What follows belongs to an exercise in optimizing a design on an open flow for small area, a short achievable clock period and few clock cycles per item; a production flow would make more cautious choices.
RTL that was checked went through simulation tests only; none was proved equivalent to the original.
No functional check of the RTL was part of run 2.

## flow/design.v (module list and top-level ports; edited modules follow where they fit)
// module mult32x32_arith: 1861 lines
// module mult32x32_fa: 7 lines
// module mult32x32_ha: 7 lines
// module mult32x32_fsm: 8 lines
// module mult32x32: 20 lines
module mult32x32 (
    input logic clk,             
    input logic reset,           
    input logic start,           
    input logic [31:0] a,        
    input logic [31:0] b,        
    output logic busy,           
    output logic [63:0] product  
);
  // ...
==> flow/flow/run.sh <==
#!/bin/bash
# Standard ORFS layout, with a plain buffer on each port and a tighter
# setup target for repair_timing.
set -euo pipefail
export BUFFER_PORTS_ARGS="-buffer_cell sky130_fd_sc_hd__buf_2"
export SETUP_SLACK_MARGIN=5.5
bash standard.sh > standard.log 2>&1
==> flow/standard.sh <==
#!/bin/bash
# synth_recipe.tcl (not shown) runs the flow's synth.tcl, then flattens the netlist and writes it again
# the make line also repeats each setting of config.mk as NAME=value (left out here)
make -C /OpenROAD-flow-scripts/flow DESIGN_CONFIG=/design/flow/config.mk WORK_HOME=/design/flow/orfs CLKGATE_MAP_FILE= SYNTH_SCRIPT=/design/flow/synth_recipe.tcl "${@:-finish}"
==> flow/config.mk <==
export PLATFORM = sky130hd
export DESIGN_NAME = mult32x32
export DESIGN_NICKNAME = mult32x32
export VERILOG_FILES = /design/flow/design.v
export SDC_FILE = /design/flow/constraint.sdc
export NUM_CORES = 4
export LEC_CHECK = 0
export CAP_MARGIN = 20
export CORE_MARGIN = 2
export CORE_UTILIZATION = 50
export SLEW_MARGIN = 20
export SYNTH_HIERARCHICAL = 1
export SYNTH_MINIMUM_KEEP_SIZE = 0
==> flow/constraint.sdc <==
create_clock -name core_clock -period 12.0 [get_ports {clk}]
set_input_delay 2.4000 -clock core_clock [delete_from_list [all_inputs] [get_ports {clk}]]
set_output_delay 2.4000 -clock core_clock [all_outputs]
set_load 0.01 [all_outputs]
==> run_summary.xml, run 1 <==
<?xml version="1.0" encoding="UTF-8"?>
<metrics>
  <group name="die">
    <metric name="well_tap_count" unit="">748</metric>
    <metric name="placeableCoreArea" unit="µm²">55200</metric>
  </group>
  <group name="grt">
    <metric name="met3_track_utilization_from_global_routing" unit="%">11.0</metric>
    <metric name="overall_track_demand_over_capacity_in_global_routing" unit="%">35.9</metric>
    <metric name="grt_start_max_net_pins" unit="">79</metric>
    <metric name="globalRoute.busiestLayer" unit="">met2</metric>
  </group>
  <group name="worst_setup_path">
    <metric name="cp-startpoint" unit="">b[23]</metric>
    <metric name="crit_type" unit="">in -&gt; reg</metric>
    <metric name="crit_family" unit="">adder cells</metric>
    <metric name="startpoint_type" unit="">input pin</metric>
    <metric name="worstPathBufferInverterCount" unit="">3</metric>
  </group>
  <group name="detailed_routing">
    <metric name="wirelength_met1" unit="µm">41700</metric>
    <metric name="detailroute.via_count" unit="">23500</metric>
  </group>
  <group name="placement">
    <metric name="place_worst_setup_slack" unit="ps">4290</metric>
    <metric name="dpl.cell_count" unit="">3456</metric>
    <metric name="placed_wire_length_estimate" unit="µm">75300</metric>
  </group>
  <group name="cells_and_area">
    <metric name="num_antenna_cells" unit="">1</metric>
    <metric name="layout.cells.largest_class" unit="">multi-input combinational cells</metric>
    <metric name="layout.nonclk_buf_share" unit="%">5.18</metric>
  </group>
  <group name="clocking">
    <metric name="cts_hold_repair.buffers" unit="">0</metric>
    <metric name="clockBufferDepth" unit="">2</metric>
    <metric name="root_buffer" unit="">clkbuf_16</metric>
  </group>
  <group name="sta">
    <metric name="clk_skew" unit="ps">0</metric>
    <metric name="fin_crit" unit="ps">6460</metric>
  </group>
  <group name="logic_synthesis">
    <metric name="yosysSeqAreaShare" unit="%">13.7</metric>
    <metric name="yosysWarningCount" unit="">7</metric>
    <metric name="synth_nets" unit="">3438</metric>
    <metric name="synth_cell_types" unit="">75</metric>
    <metric name="netlist_area" unit="µm²">27900</metric>
  </group>
  <group name="outcome">
    <metric name="result_of_the_run" unit="">timing/DRC/antenna clean</metric>
  </group>
</metrics>
Testbench counts, summed over its fixed seeds: cycles 3,200, items 3,200.
==> inputs of run 2 (changes only) <==
--- a/flow/design.v
+++ b/flow/design.v
@@ -577,16 +577,17 @@
 logic s1041, c1042;
 logic s1043, c1044;
 logic s1045, c1046;
 logic s1047, c1048;
 logic s1049, c1050;
 logic s1051, c1052;
 logic [63:0] sum_d, carry_d;
 logic [63:0] sum_q, carry_q;
+logic [63:0] third_d, third_q;
 logic valid;
 assign one0 = b[0] ^ 1'b0;
 assign two0 = (b[1] & ~b[0] & ~1'b0) | (~b[1] & b[0] & 1'b0);
 assign neg0 = b[1] & ~(b[0] & 1'b0);
 assign x0 = {1'b0, a} ^ {33{neg0}};
 assign pp0[0] = (one0 & x0[0]) | (two0 & neg0);
 assign pp0[1] = (one0 & x0[1]) | (two0 & x0[0]);
 assign pp0[2] = (one0 & x0[2]) | (two0 & x0[1]);
@@ -1674,36 +1675,36 @@
 mult32x32_fa s961_i (.x(s645), .y(c838), .z(s839), .s(s961), .c(c962));
 mult32x32_fa s963_i (.x(s649), .y(c840), .z(s841), .s(s963), .c(c964));
 mult32x32_fa s965_i (.x(s653), .y(c842), .z(s843), .s(s965), .c(c966));
 mult32x32_fa s967_i (.x(s657), .y(c844), .z(s845), .s(s967), .c(c968));
 mult32x32_fa s969_i (.x(s661), .y(c846), .z(s847), .s(s969), .c(c970));
 mult32x32_fa s971_i (.x(s665), .y(c848), .z(s849), .s(s971), .c(c972));
 mult32x32_fa s973_i (.x(s669), .y(c850), .z(s851), .s(s973), .c(c974));
 mult32x32_fa s975_i (.x(s673), .y(c852), .z(s853), .s(s975), .c(c976));
-mult32x32_fa s977_i (.x(s677), .y(c854), .z(s855), .s(s977), .c(c978));
-mult32x32_fa s979_i (.x(s681), .y(c856), .z(s857), .s(s979), .c(c980));
-mult32x32_fa s981_i (.x(s685), .y(c858), .z(s859), .s(s981), .c(c982));
-mult32x32_fa s983_i (.x(s689), .y(c860), .z(s861), .s(s983), .c(c984));
-mult32x32_fa s985_i (.x(s693), .y(c862), .z(s863), .s(s985), .c(c986));
-mult32x32_fa s987_i (.x(s697), .y(c864), .z(s865), .s(s987), .c(c988));
-mult32x32_fa s989_i (.x(s701), .y(c866), .z(s867), .s(s989), .c(c990));
-mult32x32_fa s991_i (.x(s705), .y(c868), .z(s869), .s(s991), .c(c992));
-mult32x32_fa s993_i (.x(s709), .y(c870), .z(s871), .s(s993), .c(c994));
-mult32x32_fa s995_i (.x(s713), .y(c872), .z(s873), .s(s995), .c(c996));
-mult32x32_fa s997_i (.x(s717), .y(c874), .z(s875), .s(s997), .c(c998));
-mult32x32_fa s999_i (.x(s721), .y(c876), .z(s877), .s(s999), .c(c1000));
-mult32x32_fa s1001_i (.x(s725), .y(c878), .z(s879), .s(s1001), .c(c1002));
-mult32x32_fa s1003_i (.x(s729), .y(c880), .z(s881), .s(s1003), .c(c1004));
-mult32x32_fa s1005_i (.x(s733), .y(c882), .z(s883), .s(s1005), .c(c1006));
-mult32x32_fa s1007_i (.x(s737), .y(c884), .z(s885), .s(s1007), .c(c1008));
-mult32x32_fa s1009_i (.x(s741), .y(c886), .z(s887), .s(s1009), .c(c1010));
-mult32x32_fa s1011_i (.x(c742), .y(s889), .z(c888), .s(s1011), .c(c1012));
-mult32x32_fa s1013_i (.x(c746), .y(s891), .z(c890), .s(s1013), .c(c1014));
-mult32x32_fa s1015_i (.x(s753), .y(c892), .z(s893), .s(s1015), .c(c1016));
+mult32x32_ha s977_i (.x(s677), .y(c854), .s(s977), .c(c978));
+mult32x32_ha s979_i (.x(s681), .y(c856), .s(s979), .c(c980));
+mult32x32_ha s981_i (.x(s685), .y(c858), .s(s981), .c(c982));
+mult32x32_ha s983_i (.x(s689), .y(c860), .s(s983), .c(c984));
+mult32x32_ha s985_i (.x(s693), .y(c862), .s(s985), .c(c986));
+mult32x32_ha s987_i (.x(s697), .y(c864), .s(s987), .c(c988));
+mult32x32_ha s989_i (.x(s701), .y(c866), .s(s989), .c(c990));
+mult32x32_ha s991_i (.x(s705), .y(c868), .s(s991), .c(c992));
+mult32x32_ha s993_i (.x(s709), .y(c870), .s(s993), .c(c994));
+mult32x32_ha s995_i (.x(s713), .y(c872), .s(s995), .c(c996));
+mult32x32_ha s997_i (.x(s717), .y(c874), .s(s997), .c(c998));
+mult32x32_ha s999_i (.x(s721), .y(c876), .s(s999), .c(c1000));
+mult32x32_ha s1001_i (.x(s725), .y(c878), .s(s1001), .c(c1002));
+mult32x32_ha s1003_i (.x(s729), .y(c880), .s(s1003), .c(c1004));
+mult32x32_ha s1005_i (.x(s733), .y(c882), .s(s1005), .c(c1006));
+mult32x32_ha s1007_i (.x(s737), .y(c884), .s(s1007), .c(c1008));
+mult32x32_ha s1009_i (.x(s741), .y(c886), .s(s1009), .c(c1010));
+mult32x32_ha s1011_i (.x(c742), .y(s889), .s(s1011), .c(c1012));
+mult32x32_ha s1013_i (.x(c746), .y(s891), .s(s1013), .c(c1014));
+mult32x32_ha s1015_i (.x(s753), .y(c892), .s(s1015), .c(c1016));
 mult32x32_fa s1017_i (.x(s757), .y(c894), .z(s895), .s(s1017), .c(c1018));
 mult32x32_fa s1019_i (.x(s761), .y(c896), .z(s897), .s(s1019), .c(c1020));
 mult32x32_fa s1021_i (.x(s765), .y(c898), .z(s899), .s(s1021), .c(c1022));
 mult32x32_fa s1023_i (.x(s769), .y(c900), .z(s901), .s(s1023), .c(c1024));
 mult32x32_fa s1025_i (.x(s773), .y(c902), .z(s903), .s(s1025), .c(c1026));
 mult32x32_fa s1027_i (.x(s777), .y(c904), .z(s905), .s(s1027), .c(c1028));
 mult32x32_fa s1029_i (.x(c778), .y(s907), .z(c906), .s(s1029), .c(c1030));
 mult32x32_fa s1031_i (.x(s785), .y(c908), .z(s909), .s(s1031), .c(c1032));
@@ -1714,155 +1715,220 @@
 mult32x32_fa s1041_i (.x(c802), .y(s919), .z(c918), .s(s1041), .c(c1042));
 mult32x32_fa s1043_i (.x(s807), .y(c920), .z(s921), .s(s1043), .c(c1044));
 mult32x32_fa s1045_i (.x(c808), .y(s923), .z(c922), .s(s1045), .c(c1046));
 mult32x32_fa s1047_i (.x(s925), .y(pp15[31]), .z(c924), .s(s1047), .c(c1048));
 mult32x32_fa s1049_i (.x(s927), .y(c926), .z(pp15[32]), .s(s1049), .c(c1050));
 mult32x32_fa s1051_i (.x(~neg15), .y(c928), .z((a[31] & b[31])), .s(s1051), .c(c1052));
 assign sum_d[0] = neg0;
 assign carry_d[0] = pp0[0];
+assign third_d[0] = 1'b0;
 assign sum_d[1] = pp0[1];
 assign carry_d[1] = 1'b0;
+assign third_d[1] = 1'b0;
 assign sum_d[2] = s929;
 assign carry_d[2] = pp1[0];
+assign third_d[2] = 1'b0;
 assign sum_d[3] = c930;
 assign carry_d[3] = s931;
+assign third_d[3] = 1'b0;
 assign sum_d[4] = c932;
 assign carry_d[4] = s933;
+assign third_d[4] = 1'b0;
 assign sum_d[5] = c934;
 assign carry_d[5] = s935;
+assign third_d[5] = 1'b0;
 assign sum_d[6] = c936;
 assign carry_d[6] = s937;
+assign third_d[6] = 1'b0;
 assign sum_d[7] = c938;
 assign carry_d[7] = s939;
+assign third_d[7] = 1'b0;
 assign sum_d[8] = c940;
 assign carry_d[8] = s941;
+assign third_d[8] = 1'b0;
 assign sum_d[9] = c942;
 assign carry_d[9] = s943;
+assign third_d[9] = 1'b0;
 assign sum_d[10] = c944;
 assign carry_d[10] = s945;
+assign third_d[10] = 1'b0;
 assign sum_d[11] = c946;
 assign carry_d[11] = s947;
+assign third_d[11] = 1'b0;
 assign sum_d[12] = c948;
 assign carry_d[12] = s949;
+assign third_d[12] = 1'b0;
 assign sum_d[13] = c950;
 assign carry_d[13] = s951;
+assign third_d[13] = 1'b0;
 assign sum_d[14] = c952;
 assign carry_d[14] = s953;
+assign third_d[14] = 1'b0;
 assign sum_d[15] = c954;
 assign carry_d[15] = s955;
+assign third_d[15] = 1'b0;
 assign sum_d[16] = c956;
 assign carry_d[16] = s957;
+assign third_d[16] = 1'b0;
 assign sum_d[17] = c958;
 assign carry_d[17] = s959;
+assign third_d[17] = 1'b0;
 assign sum_d[18] = c960;
 assign carry_d[18] = s961;
+assign third_d[18] = 1'b0;
 assign sum_d[19] = c962;
 assign carry_d[19] = s963;
+assign third_d[19] = 1'b0;
 assign sum_d[20] = c964;
 assign carry_d[20] = s965;
+assign third_d[20] = 1'b0;
 assign sum_d[21] = c966;
 assign carry_d[21] = s967;
+assign third_d[21] = 1'b0;
 assign sum_d[22] = c968;
 assign carry_d[22] = s969;
+assign third_d[22] = 1'b0;
 assign sum_d[23] = c970;
 assign carry_d[23] = s971;
+assign third_d[23] = 1'b0;
 assign sum_d[24] = c972;
 assign carry_d[24] = s973;
+assign third_d[24] = 1'b0;
 assign sum_d[25] = c974;
 assign carry_d[25] = s975;
+assign third_d[25] = 1'b0;
 assign sum_d[26] = c976;
 assign carry_d[26] = s977;
+assign third_d[26] = s855;
 assign sum_d[27] = c978;
 assign carry_d[27] = s979;
+assign third_d[27] = s857;
 assign sum_d[28] = c980;
 assign carry_d[28] = s981;
+assign third_d[28] = s859;
 assign sum_d[29] = c982;
 assign carry_d[29] = s983;
+assign third_d[29] = s861;
 assign sum_d[30] = c984;
 assign carry_d[30] = s985;
+assign third_d[30] = s863;
 assign sum_d[31] = c986;
 assign carry_d[31] = s987;
+assign third_d[31] = s865;
 assign sum_d[32] = c988;
 assign carry_d[32] = s989;
+assign third_d[32] = s867;
 assign sum_d[33] = c990;
 assign carry_d[33] = s991;
+assign third_d[33] = s869;
 assign sum_d[34] = c992;
 assign carry_d[34] = s993;
+assign third_d[34] = s871;
 assign sum_d[35] = c994;
 assign carry_d[35] = s995;
+assign third_d[35] = s873;
 assign sum_d[36] = c996;
 assign carry_d[36] = s997;
+assign third_d[36] = s875;
 assign sum_d[37] = c998;
 assign carry_d[37] = s999;
+assign third_d[37] = s877;
 assign sum_d[38] = c1000;
 assign carry_d[38] = s1001;
+assign third_d[38] = s879;
 assign sum_d[39] = c1002;
 assign carry_d[39] = s1003;
+assign third_d[39] = s881;
 assign sum_d[40] = c1004;
 assign carry_d[40] = s1005;
+assign third_d[40] = s883;
 assign sum_d[41] = c1006;
 assign carry_d[41] = s1007;
+assign third_d[41] = s885;
 assign sum_d[42] = c1008;
 assign carry_d[42] = s1009;
+assign third_d[42] = s887;
 assign sum_d[43] = c1010;
 assign carry_d[43] = s1011;
+assign third_d[43] = c888;
 assign sum_d[44] = c1012;
 assign carry_d[44] = s1013;
+assign third_d[44] = c890;
 assign sum_d[45] = c1014;
 assign carry_d[45] = s1015;
+assign third_d[45] = s893;
 assign sum_d[46] = c1016;
 assign carry_d[46] = s1017;
+assign third_d[46] = 1'b0;
 assign sum_d[47] = c1018;
 assign carry_d[47] = s1019;
+assign third_d[47] = 1'b0;
 assign sum_d[48] = c1020;
 assign carry_d[48] = s1021;
+assign third_d[48] = 1'b0;
 assign sum_d[49] = c1022;
 assign carry_d[49] = s1023;
+assign third_d[49] = 1'b0;
 assign sum_d[50] = c1024;
 assign carry_d[50] = s1025;
+assign third_d[50] = 1'b0;
 assign sum_d[51] = c1026;
 assign carry_d[51] = s1027;
+assign third_d[51] = 1'b0;
 assign sum_d[52] = c1028;
 assign carry_d[52] = s1029;
+assign third_d[52] = 1'b0;
 assign sum_d[53] = c1030;
 assign carry_d[53] = s1031;
+assign third_d[53] = 1'b0;
 assign sum_d[54] = c1032;
 assign carry_d[54] = s1033;
+assign third_d[54] = 1'b0;
 assign sum_d[55] = c1034;
 assign carry_d[55] = s1035;
+assign third_d[55] = 1'b0;
 assign sum_d[56] = c1036;
 assign carry_d[56] = s1037;
+assign third_d[56] = 1'b0;
 assign sum_d[57] = c1038;
 assign carry_d[57] = s1039;
+assign third_d[57] = 1'b0;
 assign sum_d[58] = c1040;
 assign carry_d[58] = s1041;
+assign third_d[58] = 1'b0;
 assign sum_d[59] = c1042;
 assign carry_d[59] = s1043;
+assign third_d[59] = 1'b0;
 assign sum_d[60] = c1044;
 assign carry_d[60] = s1045;
+assign third_d[60] = 1'b0;
 assign sum_d[61] = c1046;
 assign carry_d[61] = s1047;
+assign third_d[61] = 1'b0;
 assign sum_d[62] = c1048;
 assign carry_d[62] = s1049;
+assign third_d[62] = 1'b0;
 assign sum_d[63] = c1050;
 assign carry_d[63] = s1051;
+assign third_d[63] = 1'b0;
 always_ff @(posedge clk) begin
 	if (upd_prod == 1'b1) begin
 		sum_q <= sum_d;
 		carry_q <= carry_d;
+		third_q <= third_d;
 	end
 end
 always_ff @(posedge clk, posedge reset) begin
 	if (reset == 1'b1)
 		valid <= 1'b0;
 	else if (upd_prod == 1'b1)
 		valid <= 1'b1;
 end
-assign product = valid ? (sum_q + carry_q) : 64'b0;
+assign product = valid ? (sum_q + carry_q + third_q) : 64'b0;
 endmodule
 module mult32x32_fa (
     input logic x, y, z,
     output logic s, c
 );
 assign s = x ^ y ^ z;
 assign c = (x & y) | (x & z) | (y & z);
 endmodule
==> flow/flow/run.sh (replaced) <==
#!/bin/bash
# Standard ORFS layout, with a plain buffer on each port and a tighter
# setup target for repair_timing.
set -euo pipefail
export BUFFER_PORTS_ARGS="-buffer_cell sky130_fd_sc_hd__buf_2"
export SETUP_SLACK_MARGIN=5
bash standard.sh > standard.log 2>&1
==> flow/config.mk (replaced) <==
export PLATFORM = sky130hd
export DESIGN_NAME = mult32x32
export DESIGN_NICKNAME = mult32x32
export VERILOG_FILES = /design/flow/design.v
export SDC_FILE = /design/flow/constraint.sdc
export NUM_CORES = 4
export LEC_CHECK = 0
export CAP_MARGIN = 20
export CORE_MARGIN = 2
export CORE_UTILIZATION = 40
export SLEW_MARGIN = 20
export SYNTH_HIERARCHICAL = 1
export SYNTH_MINIMUM_KEEP_SIZE = 0
==> run 2 against run 1 <==
Effect of this change: sequential share of layout area grew 1.8 points; maximum frequency is 6.7% lower; wire length up 2.9%; clock skew stayed put; non-clock buffer count down 27; die area increased by 31%; worst setup slack lost 470 ps; register-to-register slack worse by 70 ps; global-route usage shrank 7.9 points; hold slack better by 120 ps; critical endpoint is now arith.carry_q[17]; largest cell class unchanged.
==> run_summary.xml, run 2 <==
<?xml version="1.0" encoding="UTF-8"?>
<metrics>
  <group name="outcome">
    <metric name="result_of_the_run" unit="">timing/DRC/antenna clean</metric>
  </group>
  <group name="die">
    <metric name="die_height" unit="µm">275</metric>
    <metric name="floorplan.rows" unit="">99</metric>
    <metric name="placeableCoreArea" unit="µm²">72800</metric>
    <metric name="initial_utilization" unit="%">40.3</metric>
    <metric name="io_pins" unit="">132</metric>
    <metric name="die_area" unit="µm²">75600</metric>
    <metric name="dieWidth" unit="µm">275</metric>
  </group>
  <group name="worst_setup_path">
    <metric name="crit_chain" unit="">buf_2 &gt; ha_1 &gt; nand2b_1 &gt; inv_2 &gt; xnor2_1 &gt; o22ai_1 &gt; fa_1 &gt; fa_1 &gt; fa_1 &gt; fa_1</metric>
    <metric name="endpoint_kind" unit="">register</metric>
    <metric name="rr_worst_depth" unit="">2</metric>
    <metric name="timing.critical_path.mode_cell" unit="">fa_1</metric>
    <metric name="crit_path_top_delay_cell" unit="">inv_2</metric>
    <metric name="regToRegSetupSlack" unit="ps">10940</metric>
    <metric name="startpoint_type" unit="">input pin</metric>
    <metric name="r2r-end" unit="">arith.valid</metric>
    <metric name="regToRegStartpoint" unit="">arith.valid</metric>
    <metric name="worst_path_maximum_fanout" unit="">34</metric>
    <metric name="arrival" unit="ps">7080</metric>
    <metric name="critical-path-max-stage-delay" unit="ps">770</metric>
    <metric name="required" unit="ps">12160</metric>
    <metric name="crit_type" unit="">in -&gt; reg</metric>
  </group>
  <group name="logic_synthesis">
    <metric name="synthFlopType" unit="">edfxtp_1</metric>
    <metric name="muxShareOfSynthArea" unit="%">1.09</metric>
    <metric name="yosys.cell_count.top_type" unit="">xnor2_1</metric>
    <metric name="post_synth.cell_area_avg" unit="µm²">10.2</metric>
    <metric name="synth_top_family_by_area" unit="">adder cells</metric>
    <metric name="netlist_top_cells_area" unit="">fa_1, xnor2_1, edfxtp_1, o22ai_1, ha_1</metric>
    <metric name="synth_simple_gate_area_share" unit="%">6.48</metric>
    <metric name="synth_edf_count" unit="">147</metric>
    <metric name="netlist_area" unit="µm²">29400</metric>
    <metric name="synth_compound_area_share" unit="%">17.1</metric>
    <metric name="synth_cell_types" unit="">75</metric>
    <metric name="yosysWarningCount" unit="">7</metric>
    <metric name="post-synth-top-area-cell" unit="">fa_1</metric>
    <metric name="post_synth_inst_count" unit="">2889</metric>
    <metric name="yosysSeqAreaShare" unit="%">15.1</metric>
    <metric name="yosys.area_share.xor_xnor" unit="%">15.6</metric>
    <metric name="synth_adder_area_share" unit="%">40.1</metric>
    <metric name="synth-seq-cells" unit="">148</metric>
    <metric name="post-synth-top-area-fraction" unit="%">32.0</metric>
    <metric name="synth_top_cells_by_count" unit="">xnor2_1, o22ai_1, fa_1, ha_1, clkbuf_1</metric>
    <metric name="synth_nets" unit="">3616</metric>
    <metric name="async_reset_ff_share" unit="%">0.676</metric>
  </group>
  <group name="clocking">
    <metric name="htree_num_levels" unit="">4</metric>
    <metric name="cts_hold_repair.buffers" unit="">0</metric>
    <metric name="root_buffer" unit="">clkbuf_16</metric>
    <metric name="cts_buffers" unit="">17</metric>
    <metric name="cts_clk_pin_slew_worst_paths" unit="ps">70</metric>
    <metric name="clock_sinks" unit="">148</metric>
    <metric name="tritoncts" unit="">done</metric>
    <metric name="post-cts-setup-buffers" unit="">0</metric>
    <metric name="clockBufferDepth" unit="">2</metric>
    <metric name="insertion_delay" unit="ps">460</metric>
  </group>
  <group name="detailed_routing">
    <metric name="wl_per_cell" unit="µm">27.8</metric>
    <metric name="detailroute.via_count" unit="">24100</metric>
    <metric name="detail-route-antenna-nets" unit="">0</metric>
    <metric name="drt-initial-drc-count" unit="">2820</metric>
    <metric name="detail_route.first_pass.iterations" unit="">6</metric>
    <metric name="post_drt_via_cell_ratio" unit="">6.32</metric>
    <metric name="drt-total-wl" unit="µm">106000</metric>
    <metric name="number_of_remaining_drc_errors" unit="">0</metric>
  </group>
  <group name="sta">
    <metric name="timing.final.crit_share" unit="%">57.7</metric>
    <metric name="slew_viol_final" unit="">0</metric>
    <metric name="finalHoldViolations" unit="">0</metric>
    <metric name="worst_slew_pin_slew" unit="ps">1030</metric>
    <metric name="rsz0062_at_grt" unit="">no</metric>
    <metric name="fin_ws" unit="ps">5080</metric>
    <metric name="slew-limit-headroom" unit="%">31.1</metric>
    <metric name="max_clock_freq" unit="GHz">0.144</metric>
    <metric name="clk_skew" unit="ps">0</metric>
    <metric name="finalSetupViolCount" unit="">0</metric>
    <metric name="totalNegativeSetupSlack" unit="ps">0</metric>
    <metric name="fin_crit" unit="ps">6920</metric>
  </group>
  <group name="grt">
    <metric name="grt_start_max_net_pins" unit="">76</metric>
    <metric name="via_count_of_the_first_global_routing_pass" unit="">24300</metric>
    <metric name="gr-total-overflow" unit="">0</metric>
    <metric name="grt_antenna_before_repair" unit="">5</metric>
    <metric name="grt_first_pass_wirelength" unit="µm">157000</metric>
    <metric name="overall_track_demand_over_capacity_in_global_routing" unit="%">28.0</metric>
  </group>
  <group name="cells_and_area">
    <metric name="layout.cells.most_common_list" unit="">xnor2_1, o22ai_1, fa_1</metric>
    <metric name="layout.nets" unit="">3568</metric>
    <metric name="layout-area-overhead-vs-synth" unit="%">6.51</metric>
    <metric name="reg.largest.list" unit="">arith.sum_q (64), arith.carry_q (63), arith.third_q (20)</metric>
    <metric name="largest_register_ff_count" unit="">64</metric>
    <metric name="register_name_with_the_most_flops" unit="">arith.sum_q</metric>
    <metric name="post_route_cells_drive_above_1_share" unit="%">9.15</metric>
    <metric name="most_common_cell_after_layout_fill_and_taps_aside" unit="">xnor2_1</metric>
  </group>
  <group name="placement">
    <metric name="routabilityCongestion" unit="">0.942</metric>
    <metric name="placed_wire_length_estimate" unit="µm">80900</metric>
    <metric name="place_worst_setup_slack" unit="ps">4370</metric>
    <metric name="place.port_buffers" unit="">130</metric>
  </group>
  <group name="min_path">
    <metric name="timing.hold.worst_endpoint" unit="">arith.valid</metric>
    <metric name="min_path_type" unit="">reg -&gt; reg</metric>
    <metric name="timing.hold.worst_path_depth" unit="">2</metric>
    <metric name="hold_path.startpoint" unit="">arith.valid</metric>
  </group>
  <group name="run">
    <metric name="max-cap-violations" unit="">0</metric>
  </group>
</metrics>
run 2: how the worst max path moves through the flow:
stage | from | endpoint | slack [ps] | depth (start not counted)
after detailed placement | b[1] | arith.carry_q[35] | 4370 | 13
after CTS | b[1] | arith.carry_q[35] | 5130 | 13
final | b[15] | arith.carry_q[17] | 5080 | 10
after global placement | b[1] | arith.carry_q[19] | 4450 | 12
after floorplan | b[5] | arith.carry_q[34] | 5450 | 12
after global routing | b[7] | arith.carry_q[24] | 5000 | 11
run 2: stage by stage:
step	utilization [%]	hold WS, ps	instance area, µm²	std cells
finish	42.9	884	31300	3814
detailed placement	42.1	859	30700	3781
global placement	42.1	851	30700	3781
CTS	42.9	874	31200	3813
floorplan	-	891	29400	2889
global route	42.9	907	31300	3813
run 2: layout make-up:
class | count | area, µm²
Fill cell | 7023 | 41600
Multi-Input combinational cell | 2406 | 23700
Clock inverter | 14 | 143
Timing Repair Buffer | 182 | 1050
Inverter | 86 | 330
Tap cell | 959 | 1200
Antenna cell | 1 | 2.50
Clock buffer | 18 | 429
Sequential cell | 148 | 4440
run 2: layer usage:
metal	part of all wire, %	vias to the layer above	wire length (µm)	track usage, %
met5	0.021	-	22	0
met4	4.5	4	4820	11.2
met3	11	281	11900	6.91
met2	43	1507	45900	42.1
met1	41	12100	43400	38.9
li1	-	10200	-	-
run 2: worst max-delay path: cells and delay by family:
| family | cells | cell delay (ps) |
|---|---|---|
| AOI/OAI and AO/OA | 1 | 770 |
| xor gates and xnor gates | 1 | 430 |
| adders and majority gates | 5 | 2280 |
| buffers and inverters | 2 | 910 |
| and+or+nand+nor | 1 | 260 |
run 2: cell families (layout without fill, tap and decap cells):
logic type                 count (synthesis)  after routing
AOI/OAI and AO/OA                        800            800
adders and majority gates                660            660
xor gates and xnor gates                 524            524
and+or+nand+nor                          389            389
buffers and inverters                    335            300
DFF                                      148            148
muxes                                     32             32
other                                      1              2
run 2: modules after synthesis (local to each module, per instance), excerpt:
module / area, µm² / cells / times used / flip-flops and latches
mult32x32_arith: 19600 / 2376 / 1 / 148
mult32x32_fa: 20.0 / 1 / 449 / 0
mult32x32_fsm: 18.8 / 3 / 1 / 0
mult32x32_ha: 12.5 / 1 / 61 / 0
run 2: repair_timing:
action,4_1_cts,5_1_grt
hold endpoints to repair,0,0
resized for setup,2,6
setup endpoints to repair,18,10

[port drivers added, routing unchanged]
No port has a modelled driver above. Below, the same layouts with a new extraction and two added sets of constraints.
Step 1, drivers: a clkbuf_16 drives clk and a buf_2 each remaining input, both assumed.
Step 2 moves the port delays by t, midway between the first and last clock arrival at a register: inputs arrive t later, outputs are due t later. That takes back most of the time a late clock gives input paths.
Slacks: ideal / step 1 / step 2; pairs: ideal / step 1.
| run | t, ns | setup WS [ns] | worst hold slack (ns) |
|---|---|---|---|
| run 1 | 0.501 | 5.544 / 5.582 / 5.081 | 0.760 / 0.760 / 0.760 |
| run 2 | 0.514 | 5.079 / 5.115 / 4.602 | 0.884 / 0.884 / 0.884 |
After both steps setup and hold are still met in every run listed. For run 2, which loses most, drivers alone change the setup slack by +0.036 ns; drivers and shift together by -0.477 ns.
